This is an optimization exercise on Yosys and OpenROAD, whose aim is small area, not a production implementation.
The RTL was checked by simulation tests, not by an equivalence proof against the original design.
Power figures rest on the tool's default switching activity, not on a simulated workload.

### flow/design.v
`default_nettype none
`timescale 1ns/1ns
module alu (
    input wire clk,
    input wire rst,
    input wire enable,
    input wire [7:0] operation,
    input wire [7:0] op1,
    input wire [7:0] op2,
	input wire cpu_carry,
    output wire [7:0] result_l,
    output wire [7:0] result_h,
    output wire carry,
    output wire zero,
    output wire sign
);
	reg [7:0] res_h;
	reg [7:0] res_l;
	reg ca;
	reg ze;
	reg si;
	assign carry = ca;
	assign zero = ze;
	assign sign = si;
	assign result_l = res_l;
	assign result_h = res_h;
	wire [7:0] op = operation;
	wire [7:0] a = op1;
	wire [7:0] b = op2;
	wire c = cpu_carry;
    wire [7:0] npp [0:7];
    genvar gi;
    generate for (gi = 0; gi < 8; gi = gi + 1) begin : g_pp
        assign npp[gi] = ~(op1 & {8{op2[gi]}});
    end endgenerate
    wire mhs0, mhc0;
    alu_nha u_mha0 (.a(npp[0][6]), .b(npp[1][5]), .s(mhs0), .co(mhc0));
    wire mfs0, mfc0;
    alu_fa u_mfa0 (.a(npp[0][7]), .b(npp[1][6]), .c(npp[2][5]), .s(mfs0), .co(mfc0));
    wire mhs1, mhc1;
    alu_nha u_mha1 (.a(npp[3][4]), .b(npp[4][3]), .s(mhs1), .co(mhc1));
    wire mfs1, mfc1;
    alu_fa u_mfa1 (.a(npp[1][7]), .b(npp[2][6]), .c(npp[3][5]), .s(mfs1), .co(mfc1));
    wire mhs2, mhc2;
    alu_nha u_mha2 (.a(npp[4][4]), .b(npp[5][3]), .s(mhs2), .co(mhc2));
    wire mfs2, mfc2;
    alu_fa u_mfa2 (.a(npp[2][7]), .b(npp[3][6]), .c(npp[4][5]), .s(mfs2), .co(mfc2));
    wire mhs3, mhc3;
    alu_nha u_mha3 (.a(npp[0][4]), .b(npp[1][3]), .s(mhs3), .co(mhc3));
    wire mfs3, mfc3;
    alu_fa u_mfa3 (.a(npp[0][5]), .b(npp[1][4]), .c(npp[2][3]), .s(mfs3), .co(mfc3));
    wire mhs4, mhc4;
    alu_nha u_mha4 (.a(npp[3][2]), .b(npp[4][1]), .s(mhs4), .co(mhc4));
    wire mfs4, mfc4;
    alu_fa u_mfa4 (.a(npp[2][4]), .b(npp[3][3]), .c(npp[4][2]), .s(mfs4), .co(mfc4));
    wire mfs5, mfc5;
    alu_fa u_mfa5 (.a(npp[5][1]), .b(npp[6][0]), .c(mhs0), .s(mfs5), .co(mfc5));
    wire mfs6, mfc6;
    alu_fa u_mfa6 (.a(npp[5][2]), .b(npp[6][1]), .c(npp[7][0]), .s(mfs6), .co(mfc6));
    wire mfs7, mfc7;
    alu_fa u_mfa7 (.a(mhc0), .b(mfs0), .c(mhs1), .s(mfs7), .co(mfc7));
    wire mfs8, mfc8;
    alu_fa u_mfa8 (.a(npp[6][2]), .b(npp[7][1]), .c(mfc0), .s(mfs8), .co(mfc8));
    wire mfs9, mfc9;
    alu_fa u_mfa9 (.a(mhc1), .b(mfs1), .c(mhs2), .s(mfs9), .co(mfc9));
    wire mfs10, mfc10;
    alu_fa u_mfa10 (.a(npp[5][4]), .b(npp[6][3]), .c(npp[7][2]), .s(mfs10), .co(mfc10));
    wire mfs11, mfc11;
    alu_fa u_mfa11 (.a(mfc1), .b(mhc2), .c(mfs2), .s(mfs11), .co(mfc11));
    wire mfs12, mfc12;
    alu_fa u_mfa12 (.a(npp[3][7]), .b(npp[4][6]), .c(npp[5][5]), .s(mfs12), .co(mfc12));
    wire mfs13, mfc13;
    alu_fa u_mfa13 (.a(npp[6][4]), .b(npp[7][3]), .c(mfc2), .s(mfs13), .co(mfc13));
    wire mfs14, mfc14;
    alu_fa u_mfa14 (.a(npp[4][7]), .b(npp[5][6]), .c(npp[6][5]), .s(mfs14), .co(mfc14));
    wire mhs5, mhc5;
    alu_nha u_mha5 (.a(npp[0][3]), .b(npp[1][2]), .s(mhs5), .co(mhc5));
    wire mfs15, mfc15;
    alu_fa u_mfa15 (.a(npp[2][2]), .b(npp[3][1]), .c(npp[4][0]), .s(mfs15), .co(mfc15));
    wire mfs16, mfc16;
    alu_fa u_mfa16 (.a(npp[5][0]), .b(mhc3), .c(mfs3), .s(mfs16), .co(mfc16));
    wire mfs17, mfc17;
    alu_fa u_mfa17 (.a(mfc3), .b(mhc4), .c(mfs4), .s(mfs17), .co(mfc17));
    wire mfs18, mfc18;
    alu_fa u_mfa18 (.a(mfc4), .b(mfc5), .c(mfs6), .s(mfs18), .co(mfc18));
    wire mfs19, mfc19;
    alu_fa u_mfa19 (.a(mfc6), .b(mfc7), .c(mfs8), .s(mfs19), .co(mfc19));
    wire mfs20, mfc20;
    alu_fa u_mfa20 (.a(mfc8), .b(mfc9), .c(mfs10), .s(mfs20), .co(mfc20));
    wire mfs21, mfc21;
    alu_fa u_mfa21 (.a(mfc10), .b(mfc11), .c(mfs12), .s(mfs21), .co(mfc21));
    wire mfs22, mfc22;
    alu_fa u_mfa22 (.a(npp[7][4]), .b(mfc12), .c(mfc13), .s(mfs22), .co(mfc22));
    wire mfs23, mfc23;
    alu_fa u_mfa23 (.a(npp[5][7]), .b(npp[6][6]), .c(npp[7][5]), .s(mfs23), .co(mfc23));
    wire mhs6, mhc6;
    alu_nha u_mha6 (.a(npp[0][2]), .b(npp[1][1]), .s(mhs6), .co(mhc6));
    wire mfs24, mfc24;
    alu_fa u_mfa24 (.a(npp[2][1]), .b(npp[3][0]), .c(mhs5), .s(mfs24), .co(mfc24));
    wire mfs25, mfc25;
    alu_fa u_mfa25 (.a(mhs3), .b(mhc5), .c(mfs15), .s(mfs25), .co(mfc25));
    wire mfs26, mfc26;
    alu_fa u_mfa26 (.a(mhs4), .b(mfc15), .c(mfs16), .s(mfs26), .co(mfc26));
    wire mfs27, mfc27;
    alu_fa u_mfa27 (.a(mfs5), .b(mfc16), .c(mfs17), .s(mfs27), .co(mfc27));
    wire mfs28, mfc28;
    alu_fa u_mfa28 (.a(mfs7), .b(mfc17), .c(mfs18), .s(mfs28), .co(mfc28));
    wire mfs29, mfc29;
    alu_fa u_mfa29 (.a(mfs9), .b(mfc18), .c(mfs19), .s(mfs29), .co(mfc29));
    wire mfs30, mfc30;
    alu_fa u_mfa30 (.a(mfs11), .b(mfc19), .c(mfs20), .s(mfs30), .co(mfc30));
    wire mfs31, mfc31;
    alu_fa u_mfa31 (.a(mfs13), .b(mfc20), .c(mfs21), .s(mfs31), .co(mfc31));
    wire mfs32, mfc32;
    alu_fa u_mfa32 (.a(mfs14), .b(mfc21), .c(mfs22), .s(mfs32), .co(mfc32));
    wire mfs33, mfc33;
    alu_fa u_mfa33 (.a(mfc14), .b(mfc22), .c(mfs23), .s(mfs33), .co(mfc33));
    wire mfs34, mfc34;
    alu_fa u_mfa34 (.a(npp[6][7]), .b(npp[7][6]), .c(mfc23), .s(mfs34), .co(mfc34));
    wire mhs7, mhc7;
    alu_nha u_mha7 (.a(npp[0][1]), .b(npp[1][0]), .s(mhs7), .co(mhc7));
    wire mfs35, mfc35;
    alu_fa u_mfa35 (.a(npp[2][0]), .b(mhs6), .c(mhc7), .s(mfs35), .co(mfc35));
    wire mfs36, mfc36;
    alu_fa u_mfa36 (.a(mhc6), .b(mfs24), .c(mfc35), .s(mfs36), .co(mfc36));
    wire mfs37, mfc37;
    alu_fa u_mfa37 (.a(mfc24), .b(mfs25), .c(mfc36), .s(mfs37), .co(mfc37));
    wire mfs38, mfc38;
    alu_fa u_mfa38 (.a(mfc25), .b(mfs26), .c(mfc37), .s(mfs38), .co(mfc38));
    wire mfs39, mfc39;
    alu_fa u_mfa39 (.a(mfc26), .b(mfs27), .c(mfc38), .s(mfs39), .co(mfc39));
    wire mfs40, mfc40;
    alu_fa u_mfa40 (.a(mfc27), .b(mfs28), .c(mfc39), .s(mfs40), .co(mfc40));
    wire mfs41, mfc41;
    alu_fa u_mfa41 (.a(mfc28), .b(mfs29), .c(mfc40), .s(mfs41), .co(mfc41));
    wire mfs42, mfc42;
    alu_fa u_mfa42 (.a(mfc29), .b(mfs30), .c(mfc41), .s(mfs42), .co(mfc42));
    wire mhs8, mhc8;
    alu_nha u_mha8 (.a(mfc30), .b(mfs31), .s(mhs8), .co(mhc8));
    wire mfs43, mfc43;
    alu_fa u_mfa43 (.a(mfc31), .b(mfs32), .c(mhc8), .s(mfs43), .co(mfc43));
    wire mfs44, mfc44;
    alu_fa u_mfa44 (.a(mfc32), .b(mfs33), .c(mfc43), .s(mfs44), .co(mfc44));
    wire mfs45, mfc45;
    alu_fa u_mfa45 (.a(mfc33), .b(mfs34), .c(mfc44), .s(mfs45), .co(mfc45));
    wire mfs46, mfc46;
    alu_fa u_mfa46 (.a(npp[7][7]), .b(mfc34), .c(mfc45), .s(mfs46), .co(mfc46));
    wire inc0 = ~mfc42 & ~mhs8;
    wire inc1 = inc0 & ~mfs43;
    wire inc2 = inc1 & ~mfs44;
    wire inc3 = inc2 & ~mfs45;
    wire inc4 = inc3 & ~mfs46;
    wire inc5 = inc4 & ~mfc46;
    wire [15:0] prod = {(~mfc46 ^ inc4), (~mfs46 ^ inc3), (~mfs45 ^ inc2), (~mfs44 ^ inc1), (~mfs43 ^ inc0), (~mhs8 ^ ~mfc42), ~mfs42, ~mfs41, ~mfs40, ~mfs39, ~mfs38, ~mfs37, ~mfs36, ~mfs35, ~mhs7, ~npp[0][0]};
	wire two    = op[7];
	wire is_add = two & (op[6:2] == 5'd2);
	wire is_sub = two & (op[6:2] == 5'd3);
	wire is_mul = two & (op[6:2] == 5'd4);
	wire is_and = two & (op[6:2] == 5'd5);
	wire is_or  = two & (op[6:2] == 5'd6);
	wire is_xor = two & (op[6:2] == 5'd7);
	wire is_setb = (op[7:3] == 5'b01100);
	wire is_clrb = (op[7:3] == 5'b01101);
	wire is_dec  = (op == 8'h01);
	wire is_inc  = (op == 8'h02);
	wire is_not  = (op == 8'h03);
	wire is_setc = (op == 8'h04);
	wire is_clrc = (op == 8'h05);
	wire is_rl   = (op == 8'h06);
	wire is_rr   = (op == 8'h07);
	wire is_rlc  = (op == 8'h08);
	wire is_rrc  = (op == 8'h09);
	wire is_swap = (op == 8'h0A);
	wire diff = is_sub | is_dec;
	wire [7:0] y = two ? (b ^ {8{op[2]}}) : {{7{op[0]}}, 1'b0};
	wire [8:0] cc;
	assign cc[0] = ~two | op[2] | c;
	wire [7:0] s;
	genvar k;
	generate for (k = 0; k < 8; k = k + 1) begin : g_add
		alu_fa u_fa (.a(a[k]), .b(y[k]), .c(cc[k]), .s(s[k]), .co(cc[k+1]));
	end endgenerate
	wire [8:0] orp;
	assign orp[0] = 1'b0;
	generate for (k = 0; k < 8; k = k + 1) begin : g_orp
		assign orp[k+1] = orp[k] | s[k];
	end endgenerate
	wire inv = diff & ~cc[8];
	wire [7:0] arith = s ^ ({8{inv}} & orp[7:0]);
	wire [7:0] mask = 8'd1 << op[2:0];
	wire [7:0] lg = ({8{is_and}} & a & b) | ({8{is_or}} & (a | b)) | ({8{is_xor}} & (a ^ b))
	              | ({8{is_not}} & ~a) | ({8{is_setb}} & (a | mask)) | ({8{is_clrb}} & a & ~mask);
	wire [7:0] rot = ({8{is_rl}} & {a[6:0], a[7]}) | ({8{is_rr}} & {a[0], a[7:1]})
	               | ({8{is_rlc}} & {a[6:0], c}) | ({8{is_rrc}} & {c, a[7:1]})
	               | ({8{is_swap}} & {a[3:0], a[7:4]});
	wire arith_op = is_add | diff | is_inc;
	wire [7:0] lr = lg | rot;
	wire [7:0] vnm = ({8{arith_op}} & arith) | lr;
	wire [7:0] val = vnm | ({8{is_mul}} & prod[7:0]);
	wire wl = arith_op | is_mul | is_and | is_or | is_xor | is_not | is_setb | is_clrb
	        | is_rl | is_rr | is_rlc | is_rrc | is_swap;
	wire zop = wl & ~is_add & ~is_setb & ~is_mul;
	wire az = (a == 8'd0);
	wire bz = (b == 8'd0);
	wire zset = (zop & ~arith_op & (lr == 8'd0)) | ((diff | is_inc) & ~orp[8]) | (is_mul & (az | bz));
	wire ca_set = ((is_add | is_inc) & cc[8]) | is_setc;
	always @(posedge clk or posedge rst) begin
		if (rst) begin
			res_h <= 0;
			res_l <= 0;
			ca <= 0;
			ze <= 0;
			si <= 0;
		end else if (enable) begin
			res_h <= {8{is_mul}} & prod[15:8];
			if (wl) res_l <= val;
			if (zset) ze <= 1'b1;
			if (inv) si <= 1'b1;
			if (is_clrc) ca <= 1'b0;
			else if (is_rlc) ca <= a[7];
			else if (is_rrc) ca <= a[0];
			else if (ca_set) ca <= 1'b1;
		end
	end
endmodule
module alu_fa (
	input wire a,
	input wire b,
	input wire c,
	output wire s,
	output wire co
);
	assign s = a ^ b ^ c;
	assign co = (a & b) | (a & c) | (b & c);
endmodule
module alu_nha (
	input wire a,
	input wire b,
	output wire s,
	output wire co
);
	assign s = ~(a ^ b);
	assign co = a | b;
endmodule
### flow/run.sh
#!/bin/bash
# synth_recipe.tcl (not shown) runs the flow's synth.tcl, then flattens the netlist and writes it again
# the make line also repeats each setting of config.mk as NAME=value (left out here)
make -C /OpenROAD-flow-scripts/flow DESIGN_CONFIG=/design/flow/config.mk WORK_HOME=/design/flow/orfs CLKGATE_MAP_FILE= SYNTH_SCRIPT=/design/flow/synth_recipe.tcl finish
### flow/config.mk
export PLATFORM = sky130hd
export DESIGN_NAME = alu
export DESIGN_NICKNAME = alu
export VERILOG_FILES = /design/flow/design.v
export SDC_FILE = /design/flow/constraint.sdc
export NUM_CORES = 4
export LEC_CHECK = 0
export CAP_MARGIN = 20
export CORE_MARGIN = 2
export CORE_UTILIZATION = 40
export SLEW_MARGIN = 20
### flow/constraint.sdc
create_clock -name core_clock -period 7.0 [get_ports {clk}]
set_input_delay 1.4000 -clock core_clock [delete_from_list [all_inputs] [get_ports {clk}]]
set_output_delay 1.4000 -clock core_clock [all_outputs]
set_load 0.01 [all_outputs]
==> notes.md, run 1 <==
clock tree buffer depth 2; antenna-violating nets left 0; 1st-iter DRT viols 321; syn_area_per_cell 8.16 sq um; die area between 10,000 and 15,000 sq um; post-route setup slack slightly above 0.4 ns; Syn Nets 616; Clock Skew 0 ns; IO Port Bufs 46; buffers and inverters on the worst path 4; fraction of layout cells with a size suffix above 1 0.0986; max-slew violations 0; Tot Pwr 0.000646 W; H-tree depth 1; min cycle time layout between 6 and 7 ns; hold crit path type register to register; most used cell, CP fa_1; CP delay by family, top adder cells; ys flop type dfrtp_1; Rel. slew slack 0.282; CP Capture Type register; CP arrival roughly 6.8 ns; Rows 36; fin cells about 690; Max-Cap Viols 0; crit path cell chain clkdlybuf4s50_1 -> inv_1 -> nor2_2 -> fa_1 -> fa_1 -> inv_1 -> fa_1 -> fa_1 -> fa_1 -> fa_1 -> fa_1 -> inv_1 -> fa_1 -> ha_1 -> ha_1 -> ha_1 -> ha_1 -> ha_1 -> xor2_1 -> nand3_1 -> o21ai_0; Crit Path Class input port to register; Seq cells post-synth 19; Hold-fix buffers, CTS 0; Inst Count DP between 600 and 700; crit path max-delay cell type fa_1; Max Clock Freq roughly 0.15 GHz; Worst Path Required 7.17 ns; commonest non-fill, non-tap cell in the layout inv_1; CTS root buffer clkbuf_8; ys async rst share 1.00; DP Worst Slack -0.0318 ns; top area cells in the synthesized netlist fa_1 27%, dfrtp_1 12%, ha_1 9.1%, inv_1 6.4%, nor2_1 6.4%; commonest non-fill, non-tap cells in the layout 70 x inv_1, 69 x nor2_1, 55 x fa_1, 46 x clkdlybuf4s50_1, 35 x buf_4; Yosys cell types 64; WL per Instance 17.0 microns; leading area contributor after synthesis fa_1; vias in the first global route 3,734; outcome timing/DRC/antenna clean; number of vias per cell 5.41; DR DRC count 0; nets 672; pin count of the biggest net entering global routing 46; fin crit share 0.942; Tot GR Track Use 0.225; chip height 105 microns; WHS 0.482 ns; setup TNS 0 ns; register area approximately 480 sq um; post-synthesis cell count 503; RSZ-0062 raised after global routing false; CTS tree done; routed vias 3,739; Congestion Overflow GR 0; Worst-Margin Slew roughly 1.1 ns; gpl congestion just under 1; Finish-stage setup viols 0; Num CTS Buffers 3; CP Launch Type input port; initial core utilization 0.416; area grow syn2layout 19.6%; Leak 2.13 nW; Resized Gates After CTS 0; Placeable Area about 10000 sq um; sequential fraction of the synthesis area 0.116; Peak VDD IR 61.5 uV; hpwl dp 9.46 mm; antenna violations before repair 0; Filler cells 1,002; Mapped Area around 4100 sq um; later-pin clock latency in the skew report 0.26 ns; Synth top area share 0.268; global-route wire length before repair 19.8 mm; final WL approximately 12 mm; Critical Path Fanout Max 2; clk slew on worst S/H paths 0.07 ns; Die W 105 microns; Post-CTS Setup Repair Bufs 0; iteration count of the initial detailed-routing pass 4; ANT cells 0; # IOs 47; Pwr per Cell Area 132 nW/um^2; Yosys warning count 1; TritonCTS sink count 19; multi-input logic area 3200 sq um; critical path's largest stage delay 0.54 ns; final hold vios 0; EDFF count, synth 0
path summary, 6_finish.rpt:
check,start,endpoint,slack (ns),cells past startpoint
max,op1[4],res_h[7],0.41,21
min,res_l[3],res_l[3],0.48,2
max reg2reg,ze,ze,5.87,3
min reg2reg,res_l[3],res_l[3],0.48,2
max in group asynchronous,rst,ca,4.99,2
min in group asynchronous,rst,res_h[1],1.56,2
cells by family after synthesis:
group,Yosys count,synth area share
AND/OR/NAND/NOR,166,0.198
multiplexers,9,0.0226
buffers and inverters,108,0.105
adder cells (fa/ha/maj),85,0.360
flip-flops,19,0.116
AO/OA/AOI/OAI,100,0.165
XOR/XNOR,16,0.0342
layer usage:
metal,track usage,vias up,share of wire
li1,-,1788,-
met1,0.345,1814,0.48
met2,0.336,120,0.45
met3,0.0161,17,0.051
met4,0.0667,0,0.020
met5,0,-,0
state kept, by name (all words and copies together), names as in the netlist:
register / cells
res_l: 8
si: 1
res_h: 8
ca: 1
ze: 1
area by class of cell:
| class | instances | share of cell area |
|---|---|---|
| Inverter | 78 | 0.0604 |
| Clock buffer | 3 | 0.00841 |
| Sequential cell | 19 | 0.0969 |
| Multi-Input combinational cell | 376 | 0.652 |
| Clock inverter | 1 | 0.00102 |
| Tap cell | 133 | 0.0339 |
| Timing Repair Buffer | 81 | 0.147 |
stage by stage:
| stage | util | instance area, sq um |
|---|---|---|
| 6_report | 0.498 | 4910 |
| 5_1_grt | 0.498 | 4910 |
| 4_1_cts | 0.497 | 4900 |
| 3_5_place_dp | 0.492 | 4860 |
| 3_3_place_gp | 0.492 | 4860 |
| 2_1_floorplan | - | 4100 |
power by group:
part	leakage (nW)	switching [W]	total (W)	internal, W
Sequential	0.255	0.00000567	0.000126	0.000121
Clock	0.0255	0.0000373	0.0000770	0.0000396
Combinational	1.85	0.000246	0.000443	0.000197
Total	2.13	0.000289	0.000646	0.000358
synthesized netlist by cell type (all sizes together), types with 7 or more instances:
library cell  instances
nand3                17
o21ai                25
xnor2                 7
fa                   55
ha                   30
nand2                31
xor2                  9
nor4                  7
inv                  70
clkinv                8
clkbuf               14
a21oi                24
buf                  16
dfrtp                19
mux2i                 7
nor2                 70
o22ai                10
worst min-delay path, stage by stage (launching register included):
cell,delay (ns)
dfrtp_1,0.34
nand2_1,0.05
o21ai_0,0.06
==> run 2: changes to the inputs <==
--- a/flow/config.mk
+++ b/flow/config.mk
@@ -9,3 +9,4 @@
 export CORE_MARGIN = 2
 export CORE_UTILIZATION = 40
+export GPL_TIMING_DRIVEN = 0
 export SLEW_MARGIN = 20
==> run 2 against run 1 <==
- final cell count down 0.87%
- critical path type unchanged
- first-iteration DRC count decreased by 17%
- critical path depth shrank 3
- flip-flop and latch count did not move
- total power is 0.20% higher
- count of clock-buffer cells in the layout grew 1
==> notes.md, run 2 <==
outcome timing/DRC/antenna clean; clock network fraction of total power 0.121 (+0.002); P_int 0.000351 W (-1.8%); H-tree depth 1 (unchanged); Worst Path Required 7.15 ns (-0.02 ns); Seq cells post-synth 19 (unchanged); nets 666 (-0.89%); commonest non-fill, non-tap cell in the layout inv_1; Synth top area share 0.268 (unchanged); antenna violations before repair 0 (unchanged); Yosys warning count 1 (unchanged); DR DRC count 0 (unchanged); Clock Skew 0 ns (unchanged); combinational fraction of design power 0.684 (-0.002); Tot Pwr 0.000648 W (+0.20%); switch share 0.458 (+0.0112); Tot GR Track Use 0.234 (+0.00934); Rows 36 (unchanged); R2R depth 3 (unchanged); area grow syn2layout 18.0%; Num CTS Buffers 3 (unchanged); RSZ-0062 raised after global routing false; CP delay by family, top adder cells; antenna-violating nets left 0 (unchanged); Rel. slew slack 0.224 (-0.0580); Mapped Area 4100 sq um (unchanged); Max Clock Freq 0.148 GHz (-2.1%); Pwr per Cell Area 134 nW/um^2 (+1.6%); buffers and inverters on the worst path 4 (unchanged); CP Capture Type register; vias in the first global route 3,771 (+0.99%); ys flop type dfrtp_1; Hold EP res_l[4]; Post-synth top cells 70 x inv_1, 70 x nor2_1, 55 x fa_1, 30 x ha_1, 30 x nand2_1; Congestion Overflow GR 0 (unchanged); WL per Instance 18.1 microns (+6.5%); hold crit path type register to register; syn_area_per_cell 8.16 sq um (unchanged); sequential fraction of the synthesis area 0.116 (unchanged); hold path depth 2 (unchanged); later-pin clock latency in the skew report 0.26 ns (about the same); Die W 105 microns (unchanged); min cycle time layout 6.74 ns (+0.145 ns); iteration count of the initial detailed-routing pass 6 (+2); CTS tree done; final hold vios 0 (unchanged); global-route wire length before repair 20.5 mm (+3.5%); post-route design area 4840 sq um (-1.4%); ys async rst share 1.00 (unchanged); chip height 105 microns (unchanged); Worst-Margin Slew 1.14 ns (+0.0848 ns); Syn Nets 616 (unchanged); Reg2Reg Setup Slack 5.89 ns (+0.02 ns); ANT cells 0 (unchanged); Max-Cap Viols 0 (unchanged); clock tree buffer depth 2 (unchanged); FF-to-FF End ze; Critical Path Fanout Max 19 (+17); CP arrival 6.88 ns (+0.11 ns); most used cell, CP fa_1; 1st-iter DRT viols 267 (-17%); routed vias 3,820 (+2.2%); final core utilization 0.491 (-0.00672); DP Area 4710 sq um (-3.0%); hpwl dp 9.93 mm (+5.0%); commonest non-fill, non-tap cells in the layout 69 x inv_1, 68 x nor2_1, 55 x fa_1, 32 x clkdlybuf4s50_1; Top Registers res_h (8), res_l (8); top area cells in the synthesized netlist fa_1 27%, dfrtp_1 12%, ha_1 9.1%, inv_1 6.4%, nor2_1 6.4%; hold path start res_l[4]; fraction of layout cells with a size suffix above 1 0.0960 (-0.00255); Worst R2R Start ze; clk slew on worst S/H paths 0.06 ns (about the same); Peak VDD IR 62.2 uV (+1.1%); EDFF count, synth 0 (unchanged); # IOs 47 (unchanged); Crit Path Class input port to register; max-slew violations 0 (unchanged); die area 11,100 sq um (unchanged); Yosys cell types 64 (unchanged); critical path's largest stage delay 0.48 ns (-0.06 ns); TritonCTS sink count 19 (unchanged); sequential share of power 0.195 (about the same); fin crit share 0.963 (+0.0207); Finish-stage setup viols 0 (unchanged); post-synthesis cell count 503 (unchanged); CP Launch Type input port; number of vias per cell 5.58 (+3.1%); initial core utilization 0.416 (unchanged); Placeable Area 9860 sq um (unchanged); pin count of the biggest net entering global routing 20 (-57%); gpl congestion 0.916 (-4.7%); final WL 12.4 mm (+5.6%); crit path max-delay cell type fa_1; Psw 0.000296 W (+2.7%); leading area contributor after synthesis fa_1; Leak 2.15 nW (+1.1%); Hold-fix buffers, CTS 0 (unchanged); IO Port Bufs 44 (-4.3%); CTS root buffer clkbuf_8; crit path cell chain clkdlybuf4s50_1 -> buf_6 -> clkbuf_2 -> nor3b_1 -> fa_1 -> inv_1 -> fa_1 -> fa_1 -> fa_1 -> fa_1 -> fa_1 -> fa_1 -> fa_1 -> nor2_4 -> nand3b_1 -> xor2_1 -> o211ai_1 -> mux2_2
-- run 2: cell types whose count changed in the layout (fill, tap and decap cells not counted), sizes merged --
cell and delta:
clkbuf +11, clkinv -1, buf -11, inv -1, clkdlybuf4s50 -14, dlymetal6s2s +9, clkinvlp +1
-- run 2: cell type report --
cell class	instances	area, sq um
buffer	28	164
multi-input combinational	376	3210
tap	133	166
fill	990	5020
timing repair buffer	47	470
sequential	19	475
clock buffer	4	45.0
inverter	78	313
-- run 2: worst max path at each step --
stage                            start        to  slack [ns]  depth (start not counted)
after floorplan           operation[2]  res_l[1]        0.44                         19
after global placement    operation[2]  res_l[1]       -0.75                         20
after detailed placement  operation[2]  res_l[1]       -0.78                         20
after CTS                       op1[6]  res_h[7]       0.004                         21
after global routing            op1[0]  res_h[7]       0.006                         22
final                     operation[2]  res_l[1]        0.26                         18
-- run 2: cell families after synthesis --
kind of cell / share of synthesized area
buffers and inverters: 0.105
flip-flops: 0.116
multiplexers: 0.0226
XOR/XNOR: 0.0342
AND/OR/NAND/NOR: 0.198
adder cells (fa/ha/maj): 0.360
AO/OA/AOI/OAI: 0.165
-- run 2: stage by stage --
step / setup TNS, ns / setup slack, ns / cells / hold WS (ns)
2_1_floorplan: 0 / 0.438 / 503 / 0.512
5_1_grt: 0 / 0.00586 / 685 / 0.509
3_5_place_dp: -8.90 / -0.776 / 680 / 0.469
3_3_place_gp: -8.45 / -0.752 / 680 / 0.464
4_1_cts: 0 / 0.00431 / 684 / 0.485
6_report: 0 / 0.262 / 685 / 0.476
-- run 2: power groups by stage --
stage | logic [W] | registers [W] | clock network [W]
global placement | 0.000433 | 0.000128 | 0
CTS | 0.000445 | 0.000127 | 0.0000807
finish | 0.000443 | 0.000126 | 0.0000782
global route | 0.000508 | 0.000128 | 0.0000856
detailed placement | 0.000438 | 0.000129 | 0
floorplan | 0.000275 | 0.000134 | 0
-- run 2: timing repair --
action	CTS	global route
pin swaps	0	0
setup buffers	1	2
resized for setup	24	33
gates cloned	0	0
setup endpoints to repair	13	10
-- run 2: worst min-delay path, delay by kind of cell (launching register included) --
family / cells / cell delay (ns)
AO/OA/AOI/OAI: 1 / 0.06
flip-flops: 1 / 0.34
AND/OR/NAND/NOR: 1 / 0.05
-- run 2: layer usage --
metal | part of all wire | track usage
met1 | 0.47 | 0.358
met2 | 0.46 | 0.361
met3 | 0.063 | 0.0167
met4 | 0.011 | 0.0495
met5 | 0 | 0
==> run 3: changes to the inputs <==
==> flow/flow/run.sh (new file) <==
#!/bin/bash
# Own layout flow: the standard ORFS flow (standard.sh) with two changes.
#  1. Synthesis is synth_recipe.tcl on a copy of ORFS's synth.tcl that maps the
#     design's alu_fa full adders straight to the fa_1 cell, skips extract_fa,
#     and maps the rest with an area-oriented ABC script (area.abc).
#     Registers, flattening and renaming are as in the standard synthesis.
#  2. Ports are buffered with buf_1 (BUFFER_PORTS_ARGS) instead of the
#     default pick; every input and output port still gets its buffer.
# Each tool's output goes to a log in this folder (ORFS keeps per-step logs
# under orfs/logs).
set -euo pipefail
W=$(pwd)
F=$W/flow
python3 "$F/patch_synth.py" "$FLOW_HOME/scripts/synth.tcl" "$W/cust_core.tcl" \
    "$F/cellmap.v" "$F/area.abc" > "$W/patch_synth.log" 2>&1
sed "s#source \$::env(SCRIPTS_DIR)/synth.tcl#source {$W/cust_core.tcl}#" \
    "$W/synth_recipe.tcl" > "$W/cust_synth.tcl"
grep -q cust_core "$W/cust_synth.tcl"
bash "$W/standard.sh" "SYNTH_SCRIPT=$W/cust_synth.tcl" \
    "BUFFER_PORTS_ARGS=-buffer_cell sky130_fd_sc_hd__buf_1" finish \
    > "$W/standard.log" 2>&1
==> flow/flow/area.abc (new file) <==
strash
dc2
dch -f
map -a
strash
dch -f
map -a
topo
==> flow/flow/cellmap.v (new file) <==
(* techmap_celltype = "alu_fa" *)
module _map_alu_fa (input a, input b, input c, output s, output co);
  sky130_fd_sc_hd__fa_1 _TECHMAP_REPLACE_ (.A(a), .B(b), .CIN(c), .SUM(s), .COUT(co));
endmodule
==> flow/flow/patch_synth.py (new file) <==
#!/usr/bin/env python3
"""Write a copy of ORFS's synth.tcl with three changes:
 - instances of the design's alu_fa module become the library's fa_1 cell
   (techmap with cellmap.v) before the design is flattened;
 - extract_fa is skipped (the adders are already cells);
 - the final ABC mapping uses the area-oriented script area.abc.
usage: patch_synth.py synth.tcl out.tcl cellmap.v area.abc"""
import sys
src_path, out_path, cellmap, abc = sys.argv[1:5]
src = open(src_path).read()

def sub(old, new):
    global src
    if src.count(old) != 1:
        sys.exit(f"patch_synth: expected one {old!r} in {src_path}")
    src = src.replace(old, new)

a = 'hierarchy -check -top $::env(DESIGN_NAME)\n'
sub(a, a + f'techmap -map {{{cellmap}}}\n')
sub('  extract_fa {*}[dont_use_extract_fa_args]\n', '')
b = '  log_cmd abc {*}$abc_args\n'
sub(b, f'  set abc_args [lreplace $abc_args 1 1 {{{abc}}}]\n' + b)
open(out_path, 'w').write(src)
print("patched", src_path, "->", out_path)
==> flow/standard.sh (new file) <==
#!/bin/bash
# synth_recipe.tcl (not shown) runs the flow's synth.tcl, then flattens the netlist and writes it again
# the make line also repeats each setting of config.mk as NAME=value (left out here)
make -C /OpenROAD-flow-scripts/flow DESIGN_CONFIG=/design/flow/config.mk WORK_HOME=/design/flow/orfs CLKGATE_MAP_FILE= SYNTH_SCRIPT=/design/flow/synth_recipe.tcl "${@:-finish}"
--- a/flow/config.mk
+++ b/flow/config.mk
@@ -9,4 +9,3 @@
 export CORE_MARGIN = 2
 export CORE_UTILIZATION = 40
-export GPL_TIMING_DRIVEN = 0
 export SLEW_MARGIN = 20
removed: flow/run.sh
==> run 3 against run 2 <==
- non-clock buffer count shrank 5
- global-route usage increased by 4.1 points
- final area down 20%
- critical path depth rose by 4
- highest routed layer unchanged
- setup slack improved by 0.084 ns
- clock power rose by 6.5%
- utilization fell by 1.5 points
- count of clock-buffer cells in the layout unchanged
==> notes.md, run 3 <==
outcome timing/DRC/antenna clean; iteration count of the initial detailed-routing pass 5 (-1); Clock Skew 0 ns (unchanged); Num CTS Buffers 3 (unchanged); EDFF count, synth 0 (unchanged); leading area contributor after synthesis fa_1; Synth top area share 0.328 (+0.0593); post-synthesis cell count 454 (-9.7%); ANT cells 0 (unchanged); R2R depth 1 (-2); Pwr per Cell Area 150 nW/um^2 (+12%); final hold vios 0 (unchanged); max-slew violations 0 (unchanged); antenna-violating nets left 0 (unchanged); Worst-Margin Slew 1.10 ns (-0.0375 ns); CTS tree done; top area cells in the synthesized netlist fa_1 33%, dfrtp_1 14%, nand2_1 9.4%, nor2_1 7.9%, clkinv_1 7.3%; Congestion Overflow GR 0 (unchanged); hpwl dp 9.81 mm (-1.2%); commonest non-fill, non-tap cells in the layout 84 x nand2_1, 71 x nor2_1, 65 x clkinv_1, 55 x fa_1, 46 x buf_1; largest family of logic cells by synthesized area adder cells; fin crit share 0.951 (-0.0120); Rows 33 (-8.3%); commonest non-fill, non-tap cell in the layout nand2_1; Simple-Gate Fraction of Synth Area 0.239 (+0.0408); vias in the first global route 3,519 (-6.7%); Resized Gates After CTS 0 (-100%); hold crit path type register to register; most used cell, CP fa_1; CP arrival 6.81 ns (-0.07 ns); area grow syn2layout 15.7%; Die W 95.7 microns (-9.1%); hold path start res_h[7]; Post-Synth XOR/XNOR Area 0.00261 (-0.0316); adder-cell share of the synthesized area 0.328 (-0.0322); Rel. slew slack 0.249 (+0.0256); Tot Pwr 0.000585 W (-9.7%); DP Area 3840 sq um (-18%); Crit Path Class input port to register; fraction of layout cells with a size suffix above 1 0.0587 (-0.0373); RSZ-0062 raised after global routing false; nets 612 (-8.1%); setup TNS 0 ns (unchanged); met2 wire length 5.15 mm (-8.9%); crit path max-delay cell type fa_1; met1 wire length 5.37 mm (-7.9%); IO Port Bufs 46 (+4.5%); fin cells 633 (-7.6%); Max-Cap Viols 0 (unchanged); Worst R2R Start res_h[3]; Yosys warning count 1 (unchanged); FF-to-FF End res_h[3]; multiplexer share of the synthesized area 0 (-0.0226); global-route wire length before repair 18.9 mm (-7.5%); WL per Instance 18.7 microns (+3.0%); chip height 95.7 microns (-9.1%); later-pin clock latency in the skew report 0.26 ns (about the same); antenna violations before repair 0 (unchanged); Tot GR Track Use 0.275 (+0.0411); metal3 WL 1.18 mm (+51%); # IOs 47 (unchanged); pin count of the biggest net entering global routing 20 (unchanged); CTS root buffer clkbuf_8; Seq cells post-synth 19 (unchanged); Peak VDD IR 76.3 uV (+23%); Critical Path Fanout Max 9 (-10); hold path depth 2 (unchanged); crit path cell chain buf_1 -> clkinv_1 -> o22ai_1 -> nand2_1 -> fa_1 -> fa_1 -> fa_1 -> fa_1 -> fa_1 -> fa_1 -> fa_1 -> fa_1 -> nor3_1 -> clkinv_1 -> nor2_1 -> clkinv_1 -> nor2_1 -> nand2_1 -> nor2_1 -> clkinv_1 -> o21ai_0 -> nand2_1; sequential fraction of the synthesis area 0.141 (+0.0256); Yosys cell types 31 (-52%); Top Registers res_h (8), res_l (8); die area 9150 sq um (-17%); Placeable Area 8180 sq um (-17%); Post-CTS Setup Repair Bufs 0 (-1); Inst Count DP 629 (-7.5%); final WL 11.8 mm (-4.8%); Finish-stage setup viols 0 (unchanged); Max Clock Freq 0.150 GHz (+1.3%); 1st-iter DRT viols 353 (+32%); Worst Path Required 7.16 ns (about the same); CP Launch Type input port; TritonCTS sink count 19 (unchanged); Hold EP res_h[7]; Syn Nets 537 (-13%); most instantiated library cell after synthesis nand2_1; DR DRC count 0 (unchanged); H-tree depth 1 (unchanged); Mapped Area 3360 sq um (-18%); min cycle time layout 6.65 ns (-0.0843 ns); Hold-fix buffers, CTS 0 (unchanged); ys async rst share 1.00 (unchanged); critical path's largest stage delay 0.46 ns (-0.02 ns); initial core utilization 0.411 (-0.00483); clk slew on worst S/H paths 0.08 ns (+0.02 ns); routed vias 3,669 (-4.0%); DR top layer met4; syn_area_per_cell 7.40 sq um (-9.2%); gpl congestion 1.02 (+11%); Leak 1.37 nW (-36%); CP Capture Type register; post-route design area 3890 sq um (-20%); number of vias per cell 5.80 (+3.9%); Post-synth top cells 84 x nand2_1, 71 x nor2_1, 65 x clkinv_1, 55 x fa_1, 40 x o21ai_0; clock tree buffer depth 2 (unchanged); compound-cell area share of the yosys netlist 0.217 (+0.0520); ys flop type dfrtp_1; Reg2Reg Setup Slack 6.29 ns (+0.40 ns)
==> run 3: cells by family after synthesis <==
kind of cell               after synthesis
xor gates and xnor gates                 1
adders and majority gates               55
buffers and inverters                   65
and+or+nand+nor                        194
AOI/OAI and AO/OA                      120
DFF                                     19
==> run 3: worst max-delay path by stage <==
stage	start	endpoint	slack, ns	cells past startpoint
CTS	op2[0]	res_h[7]	0.39	22
floorplan	op2[1]	res_h[6]	0.86	20
finish	op2[0]	res_h[7]	0.35	22
global placement	op2[0]	res_h[7]	0.27	22
detailed placement	op2[0]	res_h[7]	0.12	22
global route	op1[2]	res_h[7]	0.01	22
==> run 3: layout make-up <==
class | instances | area, sq um
timing repair buffer | 70 | 353
clock buffer | 4 | 45.0
inverter | 65 | 244
tap | 105 | 131
sequential | 19 | 475
multi-input combinational | 370 | 2640
fill | 855 | 4290
==> run 3: layer usage <==
metal	vias to the layer above	track usage
met5	-	0
met2	207	0.407
met4	0	0.0476
li1	1709	-
met1	1743	0.426
met3	10	0.0443
==> run 3: critical path, delay by kind of cell <==
kind | cells | cell delay [ns]
buffers and inverters | 5 | 0.96
adders and majority gates | 8 | 3.22
and+or+nand+nor | 7 | 0.88
AOI/OAI and AO/OA | 2 | 0.33
==> run 3: where the power goes <==
| group | switching, W | internal [W] |
|---|---|---|
| logic | 0.000220 | 0.000146 |
| clock network | 0.0000426 | 0.0000407 |
| registers | 0.00000848 | 0.000127 |
==> run 3: per-stage QoR <==
step | util | setup slack, ns | hold WS, ns
floorplan | - | 0.856 | 0.513
global placement | 0.470 | 0.273 | 0.458
detailed placement | 0.470 | 0.122 | 0.461
CTS | 0.476 | 0.392 | 0.487
global route | 0.476 | 0.0112 | 0.507
finish | 0.476 | 0.346 | 0.481
==> run 4: changes to the inputs <==
--- a/flow/config.mk
+++ b/flow/config.mk
@@ -9,3 +9,4 @@
 export CORE_MARGIN = 2
 export CORE_UTILIZATION = 40
+export GPL_TIMING_DRIVEN = 0
 export SLEW_MARGIN = 20
==> run 4 against run 3 <==
- final cell count down 3.5%
- clock skew stayed put
- combinational power decreased by 6.3%
- sequential power is essentially flat
- die area stayed put
- final area decreased by 2.9%
- first-iteration DRC count is 16% lower
- synthesized cell count is the same
- sequential share of layout area up 0.37 points
==> notes.md, run 4 <==
Post-synth top cells 84 x nand2_1, 71 x nor2_1, 65 x clkinv_1, 55 x fa_1, 40 x o21ai_0; hold crit path type register to register; P_int 0.000303 W (-3.4%); Rows 33 (unchanged); number of vias per cell 5.79 (about the same); Top Registers res_h (8), res_l (8); Yosys warning count 1 (unchanged); Reg2Reg Setup Slack 6.30 ns (about the same); CTS tree done; Synth top area share 0.328 (unchanged); WL per Instance 18.2 microns (-2.4%); Critical Path Fanout Max 9 (unchanged); Rel. slew slack 0.270 (+0.0208); CP Launch Type input port; Finish-stage setup viols 0 (unchanged); min cycle time layout 6.66 ns (+0.00950 ns); Seq cells post-synth 19 (unchanged); ANT cells 0 (unchanged); syn_area_per_cell 7.40 sq um (unchanged); Peak VDD IR 78.4 uV (+2.6%); Tot GR Track Use 0.257 (-0.0178); switch share 0.461 (-0.00267); fraction of layout cells with a size suffix above 1 0.0494 (-0.00931); H-tree depth 1 (unchanged); crit path max-delay cell type fa_1; pin count of the biggest net entering global routing 20 (unchanged); Pwr per Cell Area 149 nW/um^2 (-0.95%); Num CTS Buffers 3 (unchanged); 1st-iter DRT viols 296 (-16%); commonest non-fill, non-tap cells in the layout 84 x nand2_1, 69 x nor2_1, 60 x clkinv_1, 55 x fa_1, 40 x o21ai_0; Psw 0.000259 W (-4.4%); later-pin clock latency in the skew report 0.26 ns (about the same); Mapped Area 3360 sq um (unchanged); Worst-Margin Slew 1.08 ns (-0.0142 ns); Worst Path Required 7.16 ns (about the same); initial core utilization 0.411 (unchanged); ys flop type dfrtp_1; Crit Path Class input port to register; outcome timing/DRC/antenna clean; Max Clock Freq 0.150 GHz (-0.14%); CP delay by family, top adder cells; max-slew violations 0 (unchanged); Hold EP ze; crit path from op2[1]; IO Port Bufs 46 (unchanged); hold path depth 1 (-1); Worst R2R Start res_h[2]; routed vias 3,539 (-3.5%); combinational fraction of design power 0.609 (-0.016); leading area contributor after synthesis fa_1; iteration count of the initial detailed-routing pass 5 (unchanged); DR DRC count 0 (unchanged); Max-Cap Viols 0 (unchanged); commonest non-fill, non-tap cell in the layout nand2_1; top area cells in the synthesized netlist fa_1 33%, dfrtp_1 14%, nand2_1 9.4%, nor2_1 7.9%, clkinv_1 7.3%; fin crit share 0.952 (+0.00136); Leak 1.29 nW (-5.6%); final core utilization 0.462 (-0.0139); antenna-violating nets left 0 (unchanged); FF-to-FF End res_h[2]; area grow syn2layout 12.4%; gpl congestion 0.965 (-5.2%); vias in the first global route 3,426 (-2.6%); most instantiated library cell after synthesis nand2_1; chip height 95.7 microns (unchanged); CP Capture Type register; most used cell, CP fa_1; ys async rst share 1.00 (unchanged); antenna violations before repair 0 (unchanged); CP arrival 6.82 ns (about the same); EDFF count, synth 0 (unchanged); Yosys cell types 31 (unchanged); # IOs 47 (unchanged); Hold-fix buffers, CTS 0 (unchanged); Placeable Area 8180 sq um (unchanged); Clock Skew 0 ns (unchanged); DP Area 3660 sq um (-4.7%); CTS root buffer clkbuf_8; final hold vios 0 (unchanged); clock tree buffer depth 2 (unchanged); Syn Nets 537 (unchanged); Filler cells 869 (+1.6%); global-route wire length before repair 17.9 mm (-5.4%); hold path start ze; critical path's largest stage delay 0.42 ns (-0.04 ns); Congestion Overflow GR 0 (unchanged); post-route design area 3780 sq um (-2.9%); R2R depth 1 (unchanged); buffers and inverters on the worst path 5 (unchanged); die area 9150 sq um (unchanged); sequential share of power 0.241 (+0.009); TritonCTS sink count 19 (unchanged); sequential fraction of the synthesis area 0.141 (unchanged); crit path cell chain buf_2 -> clkinv_1 -> nor2_2 -> nand2_1 -> fa_1 -> fa_1 -> fa_1 -> fa_1 -> fa_1 -> fa_1 -> fa_1 -> fa_1 -> nor3_1 -> clkinv_1 -> nor2_1 -> clkinv_1 -> nor2_1 -> nand2_1 -> nor2_1 -> clkinv_1 -> o21ai_0 -> nand2_1; post-synthesis cell count 454 (unchanged); hpwl dp 8.79 mm (-10%); nets 590 (-3.6%); Die W 95.7 microns (unchanged); clock network fraction of total power 0.150 (+0.008); final WL 11.1 mm (-5.8%); clk slew on worst S/H paths 0.08 ns (about the same)
==> run 4: cell counts after synthesis <==
No cell type changed its count.
==> run 4: final cells by class <==
class	count	area, sq um	area share
timing repair buffer	48	213	0.0563
tap	105	131	0.0348
inverter	65	260	0.0689
sequential	19	475	0.126
clock buffer	4	45.0	0.0119
multi-input combinational	370	2650	0.702
==> run 4: what timing repair did <==
item                       in CTS  in global routing
gates resized for setup         5                 16
setup endpoints to repair       3                  4
hold endpoints to repair        0                  0
setup buffers                   0                  2
gates cloned                    0                  0
==> run 4: worst max path at each step <==
stage | slack (ns) | to | cells past startpoint
2_1_floorplan | 0.86 | res_h[6] | 20
3_3_place_gp | -0.51 | res_h[7] | 22
3_5_place_dp | -0.55 | res_h[7] | 22
4_1_cts | 0.02 | res_h[7] | 22
5_1_grt | -0.006 | res_h[7] | 22
6_report | 0.34 | res_h[7] | 22
==> run 4: cells by family after synthesis <==
logic type,share of synthesized area
flops,0.141
compound gates,0.217
xor+xnor,0.00261
simple gates,0.239
fa+ha+maj,0.328
buf+inv,0.0726
==> run 4: through the flow <==
| stage | cells | setup slack, ns | power, W | setup TNS, ns | hold slack (ns) |
|---|---|---|---|---|---|
| floorplan | 454 | 0.856 | 0.000380 | 0 | 0.513 |
| global placement | 605 | -0.510 | 0.000476 | -1.45 | 0.459 |
| detailed placement | 605 | -0.547 | 0.000482 | -1.58 | 0.463 |
| CTS | 609 | 0.0169 | 0.000566 | 0 | 0.487 |
| global route | 611 | -0.00604 | 0.000625 | -0.00604 | 0.504 |
| finish | 611 | 0.336 | 0.000562 | 0 | 0.479 |
==> run 4: routing by layer <==
metal	track usage	up-vias	routed length (microns)
met2	0.402	148	5020
met3	0.0292	18	729
li1	-	1655	-
met5	0	-	0
met1	0.382	1718	5180
met4	0.0583	0	185
==> run 4: power groups by stage <==
stage               Clock [W]  Sequential (W)  Combinational, W
finish              0.0000841        0.000135          0.000343
global route        0.0000915        0.000138          0.000396
global placement            0        0.000137          0.000339
detailed placement          0        0.000138          0.000344
CTS                 0.0000862        0.000136          0.000344
floorplan                   0        0.000147          0.000233
==> run 5: changes to the inputs <==
--- a/flow/design.v
+++ b/flow/design.v
@@ -172,8 +172,8 @@
 	wire is_rrc  = (op == 8'h09);
 	wire is_swap = (op == 8'h0A);
-	wire diff = is_sub | is_dec;
-	wire [7:0] y = two ? (b ^ {8{op[2]}}) : {{7{op[0]}}, 1'b0};
+	wire is_rot_l = is_rl | is_rlc;
+	wire [7:0] y = two ? (b ^ {8{op[2]}}) : (is_rot_l ? a : {{7{is_dec}}, 1'b0});
 	wire [8:0] cc;
-	assign cc[0] = ~two | op[2] | c;
+	assign cc[0] = two ? (op[2] | c) : (is_rl ? a[7] : (is_rlc ? c : 1'b1));
 	wire [7:0] s;
 	genvar k;
@@ -186,22 +186,22 @@
 		assign orp[k+1] = orp[k] | s[k];
 	end endgenerate
-	wire inv = diff & ~cc[8];
-	wire [7:0] arith = s ^ ({8{inv}} & orp[7:0]);
+	wire diff = is_sub | is_dec;
+	wire neg = (diff | is_not) & ~cc[8];
+	wire [7:0] arith = s ^ ({8{neg}} & orp[7:0]);
 	wire [7:0] mask = 8'd1 << op[2:0];
 	wire [7:0] lg = ({8{is_and}} & a & b) | ({8{is_or}} & (a | b)) | ({8{is_xor}} & (a ^ b))
-	              | ({8{is_not}} & ~a) | ({8{is_setb}} & (a | mask)) | ({8{is_clrb}} & a & ~mask);
-	wire [7:0] rot = ({8{is_rl}} & {a[6:0], a[7]}) | ({8{is_rr}} & {a[0], a[7:1]})
-	               | ({8{is_rlc}} & {a[6:0], c}) | ({8{is_rrc}} & {c, a[7:1]})
+	              | ({8{is_setb}} & (a | mask)) | ({8{is_clrb}} & a & ~mask);
+	wire [7:0] rot = ({8{is_rr}} & {a[0], a[7:1]}) | ({8{is_rrc}} & {c, a[7:1]})
 	               | ({8{is_swap}} & {a[3:0], a[7:4]});
-	wire arith_op = is_add | diff | is_inc;
+	wire arith_op = is_add | diff | is_inc | is_not | is_rot_l;
 	wire [7:0] lr = lg | rot;
 	wire [7:0] vnm = ({8{arith_op}} & arith) | lr;
 	wire [7:0] val = vnm | ({8{is_mul}} & prod[7:0]);
-	wire wl = arith_op | is_mul | is_and | is_or | is_xor | is_not | is_setb | is_clrb
-	        | is_rl | is_rr | is_rlc | is_rrc | is_swap;
-	wire zop = wl & ~is_add & ~is_setb & ~is_mul;
+	wire wl = arith_op | is_mul | is_and | is_or | is_xor | is_setb | is_clrb
+	        | is_rr | is_rrc | is_swap;
 	wire az = (a == 8'd0);
 	wire bz = (b == 8'd0);
-	wire zset = (zop & ~arith_op & (lr == 8'd0)) | ((diff | is_inc) & ~orp[8]) | (is_mul & (az | bz));
+	wire lr_z = is_and | is_or | is_xor | is_clrb | is_rr | is_rrc | is_swap;
+	wire zset = (lr_z & (lr == 8'd0)) | ((arith_op & ~is_add) & ~orp[8]) | (is_mul & (az | bz));
 	wire ca_set = ((is_add | is_inc) & cc[8]) | is_setc;
 	always @(posedge clk or posedge rst) begin
@@ -216,7 +216,7 @@
 			if (wl) res_l <= val;
 			if (zset) ze <= 1'b1;
-			if (inv) si <= 1'b1;
+			if (diff & ~cc[8]) si <= 1'b1;
 			if (is_clrc) ca <= 1'b0;
-			else if (is_rlc) ca <= a[7];
+			else if (is_rlc) ca <= cc[8];
 			else if (is_rrc) ca <= a[0];
 			else if (ca_set) ca <= 1'b1;
--- a/flow/config.mk
+++ b/flow/config.mk
@@ -9,4 +9,5 @@
 export CORE_MARGIN = 2
 export CORE_UTILIZATION = 40
+export CTS_BUF_LIST = sky130_fd_sc_hd__clkbuf_4 sky130_fd_sc_hd__clkbuf_8
 export GPL_TIMING_DRIVEN = 0
 export SLEW_MARGIN = 20
==> run 5 against run 4 <==
- still clean
- via count decreased by 0.71%
- synthesized area decreased by 1.8%
- non-clock buffer count increased by 1
- combinational power increased by 4%
- setup slack improved by 0.0043 ns
- flip-flop and latch count unchanged
- clock skew unchanged
- sequential share of layout area about the same
- highest routed layer unchanged
==> notes.md, run 5 <==
Congestion Overflow GR 0 (unchanged); die area 8990 sq um (-1.7%); fraction of layout cells with a size suffix above 1 0.0818 (+0.0324); DR DRC count 0 (unchanged); commonest non-fill, non-tap cells in the layout 94 x nand2_1, 55 x fa_1, 54 x nor2_1, 48 x clkinv_1, 34 x a21oi_1; CTS root buffer clkbuf_8; Clock Skew 0 ns (unchanged); final WL 10.9 mm (-2.3%); Finish-stage setup viols 0 (unchanged); fin crit share 0.951 (about the same); outcome timing/DRC/antenna clean; Max Clock Freq 0.150 GHz (about the same); H-tree depth 1 (unchanged); crit path max-delay cell type fa_1; min cycle time layout 6.66 ns (-0.00432 ns); pin count of the biggest net entering global routing 20 (unchanged); Critical Path Fanout Max 14 (+5); CP Launch Type input port; Rel. slew slack 0.302 (+0.0325); Syn Nets 519 (-3.4%); most used cell, CP fa_1; number of vias per cell 5.92 (+2.1%); CP delay by family, top adder cells; top area cells in the synthesized netlist fa_1 33%, dfrtp_1 14%, nand2_1 11%, nor2_1 6.6%, clkinv_1 6.3%; Pwr per Cell Area 155 nW/um^2 (+3.9%); Synth top area share 0.334 (+0.00596); final core utilization 0.465 (+0.00332); clock tree buffer depth 2 (unchanged); Leak 1.31 nW (+0.94%); hold crit path type register to register; Hold-fix buffers, CTS 0 (unchanged); antenna-violating nets left 0 (unchanged); Post-synth top cells 96 x nand2_1, 58 x nor2_1, 55 x clkinv_1, 55 x fa_1, 34 x a21oi_1; antenna violations before repair 0 (unchanged); Top Registers res_h (8), res_l (8); chip height 94.8 microns (-0.86%); CTS tree done; Mapped Area 3300 sq um (-1.8%); Tot GR Track Use 0.257 (about the same); Yosys warning count 1 (unchanged); Worst Path Required 7.15 ns (about the same); Placeable Area 8090 sq um (-1.0%); Num CTS Buffers 3 (unchanged); TritonCTS sink count 19 (unchanged); final hold vios 0 (unchanged); IO Port Bufs 46 (unchanged); EDFF count, synth 0 (unchanged); # IOs 47 (unchanged); most instantiated library cell after synthesis nand2_1; vias in the first global route 3,353 (-2.1%); Crit Path Class input port to register; later-pin clock latency in the skew report 0.27 ns (about the same); routed vias 3,514 (-0.71%); iteration count of the initial detailed-routing pass 5 (unchanged); WL per Instance 18.3 microns (+0.48%); global-route wire length before repair 17.8 mm (-0.50%); nets 573 (-2.9%); ANT cells 0 (unchanged); commonest non-fill, non-tap cell in the layout nand2_1; ys async rst share 1.00 (unchanged); CP Capture Type register; Rows 33 (unchanged); gpl congestion 0.964 (about the same); max-slew violations 0 (unchanged); post-synthesis cell count 436 (-4.0%); sequential fraction of the synthesis area 0.144 (+0.00257); initial core utilization 0.408 (-0.00323); Tot Pwr 0.000582 W (+3.6%); Worst-Margin Slew 1.04 ns (-0.0400 ns); Peak VDD IR 72.2 uV (-7.8%); Max-Cap Viols 0 (unchanged); 1st-iter DRT viols 331 (+12%); syn_area_per_cell 7.57 sq um (+2.3%); Die W 94.8 microns (-0.86%); crit path cell chain clkbuf_4 -> clkinvlp_4 -> o21ai_1 -> nand2_1 -> fa_1 -> fa_1 -> fa_1 -> fa_1 -> fa_1 -> fa_1 -> fa_1 -> fa_1 -> nor3_2 -> clkinv_1 -> or2_2 -> nor2_1 -> clkinv_1 -> nor2_1 -> clkinv_1 -> nor2_2 -> xor2_1 -> o21ai_0; WHS 0.493 ns (+0.0132 ns); CP arrival 6.81 ns (about the same); setup TNS 0 ns (unchanged); hpwl dp 8.46 mm (-3.8%); Yosys cell types 34 (+9.7%); area grow syn2layout 14.1%; Seq cells post-synth 19 (unchanged); leading area contributor after synthesis fa_1; ys flop type dfrtp_1; critical path's largest stage delay 0.46 ns (+0.04 ns); clk slew on worst S/H paths 0.08 ns (about the same); buffers and inverters on the worst path 5 (unchanged)
run 5: metal layers:
layer	track usage	share of wire
met2	0.401	0.45
met4	0.0616	0.024
met5	0	0
met1	0.378	0.45
met3	0.0343	0.076
run 5: cell families after synthesis:
kind of cell               share of synthesized area
and+or+nand+nor                                0.228
AOI/OAI and AO/OA                              0.224
buffers and inverters                         0.0625
adders and majority gates                      0.334
DFF                                            0.144
xor gates and xnor gates                     0.00796
run 5: worst paths after layout:
| kind | start | end | slack, ns | cells after the start |
|---|---|---|---|---|
| max in group asynchronous | rst | res_h[1] | 5.47 | 2 |
| min reg2reg | res_h[3] | res_h[3] | 0.49 | 1 |
| min in group asynchronous | rst | ze | 1.14 | 2 |
| min | res_h[3] | res_h[3] | 0.49 | 1 |
| max | op1[3] | res_h[7] | 0.34 | 22 |
| max reg2reg | res_h[6] | res_h[6] | 6.26 | 1 |
run 5: metrics by stage:
step / area (sq um) / instances / worst slack, ns
finish: 3760 / 594 / 0.341
detailed placement: 3610 / 587 / -0.791
CTS: 3670 / 591 / 0.0115
floorplan: 3300 / 436 / 0.567
global placement: 3600 / 587 / -0.764
global route: 3760 / 594 / -0.00946
run 5: timing repair:
action	CTS	global route
gates resized for setup	9	34
cloned	0	0
setup endpoints to repair	12	11
setup buffers	0	3
run 5: cell type report:
class | count | area [sq um]
tap | 105 | 131
clock buffer | 3 | 41.3
timing repair buffer | 49 | 226
inverter | 55 | 229
clock inverter | 1 | 5.00
multi-input combinational | 362 | 2660
fill | 847 | 4330
sequential | 19 | 475
run 5: power by group:
group | switching [W] | total [W] | internal, W
Sequential | 0.0000107 | 0.000142 | 0.000131
Clock | 0.0000442 | 0.0000840 | 0.0000398
Combinational | 0.000213 | 0.000357 | 0.000143
Total | 0.000268 | 0.000582 | 0.000314
==> run 6: changes to the inputs <==
--- a/flow/config.mk
+++ b/flow/config.mk
@@ -9,5 +9,7 @@
 export CORE_MARGIN = 2
 export CORE_UTILIZATION = 40
-export CTS_BUF_LIST = sky130_fd_sc_hd__clkbuf_4 sky130_fd_sc_hd__clkbuf_8
+export CTS_BUF_LIST = sky130_fd_sc_hd__clkbuf_8
+export CTS_CLUSTER_DIAMETER = 500
+export CTS_CLUSTER_SIZE = 30
 export GPL_TIMING_DRIVEN = 0
 export SLEW_MARGIN = 20
==> run 6 against run 5 <==
- critical path depth stayed put
- final area unchanged
- setup slack did not move
- synthesized cell count is the same
- die area is the same
- non-clock buffer count did not move
- synthesized area unchanged
- via count unchanged
- fmax unchanged
- clock power about the same
- final cell count unchanged
- sequential power hardly changed
==> notes.md, run 6 <==
Syn Nets 519 (unchanged); later-pin clock latency in the skew report 0.27 ns (about the same); Yosys cell types 34 (unchanged); CTS tree done; Rows 33 (unchanged); Crit Path Class input port to register; # IOs 47 (unchanged); H-tree depth 1 (unchanged); Post-synth top cells 96 x nand2_1, 58 x nor2_1, 55 x clkinv_1, 55 x fa_1, 34 x a21oi_1; Critical Path Fanout Max 14 (unchanged); initial core utilization 0.408 (unchanged); CTS root buffer clkbuf_8; die area 8990 sq um (unchanged); ys flop type dfrtp_1; crit path max-delay cell type fa_1; Tot Pwr 0.000582 W (unchanged); hpwl dp 8.46 mm (unchanged); pin count of the biggest net entering global routing 20 (unchanged); area grow syn2layout 14.1% (unchanged); hold crit path type register to register; Tot GR Track Use 0.257 (unchanged); CP Launch Type input port; EDFF count, synth 0 (unchanged); post-synthesis cell count 436 (unchanged); Pwr per Cell Area 155 nW/um^2 (unchanged); fin cells 594 (unchanged); Peak VDD IR 72.2 uV (unchanged); Synth top area share 0.334 (unchanged); number of vias per cell 5.92 (unchanged); most used cell, CP fa_1; leading area contributor after synthesis fa_1; 1st-iter DRT viols 331 (unchanged); CP arrival 6.81 ns (about the same); Top Registers res_h (8), res_l (8); Die W 94.8 microns (unchanged); Yosys warning count 1 (unchanged); Num CTS Buffers 3 (unchanged); global-route wire length before repair 17.8 mm (unchanged); ANT cells 0 (unchanged); routed vias 3,514 (unchanged); commonest non-fill, non-tap cell in the layout nand2_1; fin crit share 0.951 (unchanged); Max-Cap Viols 0 (unchanged); Clock Skew 0 ns (unchanged); critical path's largest stage delay 0.46 ns (about the same); Inst Count DP 587 (unchanged); Mapped Area 3300 sq um (unchanged); setup TNS 0 ns (unchanged); CP Capture Type register; fraction of layout cells with a size suffix above 1 0.0818 (unchanged); syn_area_per_cell 7.57 sq um (unchanged); outcome timing/DRC/antenna clean; clock tree buffer depth 2 (unchanged); Finish-stage setup viols 0 (unchanged); Max Clock Freq 0.150 GHz (unchanged); max-slew violations 0 (unchanged); WHS 0.493 ns (unchanged); vias in the first global route 3,353 (unchanged); chip height 94.8 microns (unchanged); antenna-violating nets left 0 (unchanged); Worst-Margin Slew 1.04 ns (unchanged); sequential fraction of the synthesis area 0.144 (unchanged); top area cells in the synthesized netlist fa_1 33%, dfrtp_1 14%, nand2_1 11%, nor2_1 6.6%, clkinv_1 6.3%; Hold-fix buffers, CTS 0 (unchanged); min cycle time layout 6.66 ns (unchanged); post-route design area 3760 sq um (unchanged); gpl congestion 0.964 (unchanged); Seq cells post-synth 19 (unchanged); commonest non-fill, non-tap cells in the layout 94 x nand2_1, 55 x fa_1, 54 x nor2_1, 48 x clkinv_1, 34 x a21oi_1; TritonCTS sink count 19 (unchanged); final WL 10.9 mm (unchanged); Leak 1.31 nW (unchanged); most instantiated library cell after synthesis nand2_1; ys async rst share 1.00 (unchanged); Rel. slew slack 0.302 (unchanged); clk slew on worst S/H paths 0.08 ns (about the same); Worst Path Required 7.15 ns (about the same); DR DRC count 0 (unchanged); nets 573 (unchanged); Congestion Overflow GR 0 (unchanged); IO Port Bufs 46 (unchanged); antenna violations before repair 0 (unchanged); crit path cell chain clkbuf_4 -> clkinvlp_4 -> o21ai_1 -> nand2_1 -> fa_1 -> fa_1 -> fa_1 -> fa_1 -> fa_1 -> fa_1 -> fa_1 -> fa_1 -> nor3_2 -> clkinv_1 -> or2_2 -> nor2_1 -> clkinv_1 -> nor2_1 -> clkinv_1 -> nor2_2 -> xor2_1 -> o21ai_0; DP Area 3610 sq um (unchanged); iteration count of the initial detailed-routing pass 5 (unchanged); Placeable Area 8090 sq um (unchanged); Filler cells 847 (unchanged); final hold vios 0 (unchanged); WL per Instance 18.3 microns (unchanged)
## run 6: cell counts in the layout (fill, tap and decap cells not counted)
No cell type changed its count.
## run 6: stage by stage
stage                      util  worst slack [ns]
after global placement    0.445            -0.764
after global routing      0.465          -0.00946
final                     0.465             0.341
after detailed placement  0.446            -0.791
after floorplan               -             0.567
after CTS                 0.454            0.0115
## run 6: worst paths after layout
path	startpoint	end	slack, ns	cells past startpoint
max	op1[3]	res_h[7]	0.34	22
min in group asynchronous	rst	ze	1.14	2
max reg2reg	res_h[6]	res_h[6]	6.26	1
min	res_h[3]	res_h[3]	0.49	1
max in group asynchronous	rst	res_h[1]	5.47	2
min reg2reg	res_h[3]	res_h[3]	0.49	1
## run 6: area by class of cell
| class | count | area [sq um] | area share |
|---|---|---|---|
| Clock inverter | 1 | 5.00 | 0.00133 |
| Tap cell | 105 | 131 | 0.0349 |
| Sequential cell | 19 | 475 | 0.126 |
| Multi-Input combinational cell | 362 | 2660 | 0.706 |
| Inverter | 55 | 229 | 0.0608 |
| Timing Repair Buffer | 49 | 226 | 0.0602 |
| Clock buffer | 3 | 41.3 | 0.0110 |
## run 6: repair_timing
item	CTS	global route
gates cloned	0	0
resized for setup	9	34
endpoints found under the setup margin	12	11
buffers inserted	0	3
## run 6: logic make-up after synthesis
kind of cell,count (synthesis),synth area share
simple gates,186,0.228
compound gates,118,0.224
buf+inv,55,0.0625
fa+ha+maj,55,0.334
flops,19,0.144
xor+xnor,3,0.00796
## run 6: critical path, delay by kind of cell
family          cells  cell delay, ns
buf+inv             5            0.74
fa+ha+maj           8            3.24
compound gates      2            0.26
xor+xnor            1            0.19
simple gates        6            0.94
## run 6: routing by layer
| layer | routed length [microns] | share of wire | global-route usage | vias to the layer above |
|---|---|---|---|---|
| li1 | - | - | - | 1607 |
| met1 | 4920 | 0.45 | 0.378 | 1691 |
| met2 | 4860 | 0.45 | 0.401 | 188 |
| met3 | 821 | 0.076 | 0.0343 | 28 |
| met4 | 266 | 0.024 | 0.0616 | 0 |
| met5 | 0 | 0 | 0 | - |
## run 6: power breakdown
part           switching (W)   total, W  internal (W)
Combinational       0.000213   0.000357      0.000143
Clock              0.0000442  0.0000840     0.0000398
Sequential         0.0000107   0.000142      0.000131

==> what the ideal ports hide <==
No port has a modelled driver above. Below, the same layouts with a new extraction and two added sets of constraints.
Step 1 (the two cells are an assumption about what drives the block):
set clk [get_ports {clk}]
set_driving_cell -lib_cell sky130_fd_sc_hd__clkbuf_16 $clk
set_driving_cell -lib_cell sky130_fd_sc_hd__buf_2 [delete_from_list [all_inputs] $clk]
Step 2 also shifts input and output timing later by t, the mid clock arrival at the registers, as if the neighbouring blocks saw the same clock.
Three values: no drivers, after step 1, after step 2; two values: the first two.
| run | shift t [ns] | slack for setup (ns) | hold slack, ns | worst register clock-pin slew, ns | worst slew at a driven data input, ns |
|---|---|---|---|---|---|
| run 1 | 0.285 | 0.406 / 0.403 / 0.118 | 0.482 / 0.482 / 0.482 | 0.07 / 0.07 | 0.04 |
| run 2 | 0.289 | 0.262 / 0.269 / -0.020 | 0.476 / 0.476 / 0.476 | 0.07 / 0.07 | 0.04 |
| run 3 | 0.295 | 0.346 / 0.350 / 0.054 | 0.481 / 0.481 / 0.481 | 0.08 / 0.08 | 0.05 |
| run 4 | 0.296 | 0.336 / 0.346 / 0.050 | 0.479 / 0.479 / 0.479 | 0.08 / 0.08 | 0.04 |
| run 5 | 0.294 | 0.341 / 0.347 / 0.053 | 0.493 / 0.493 / 0.493 | 0.09 / 0.09 | 0.04 |
| run 6 | 0.294 | 0.341 / 0.347 / 0.053 | 0.493 / 0.493 / 0.493 | 0.09 / 0.09 | 0.04 |
Met with ideal ports but missed after step 2: setup timing in run 2. The setup slack of run 3, which loses most, moves by +0.004 ns with the drivers and by -0.292 ns with both steps.
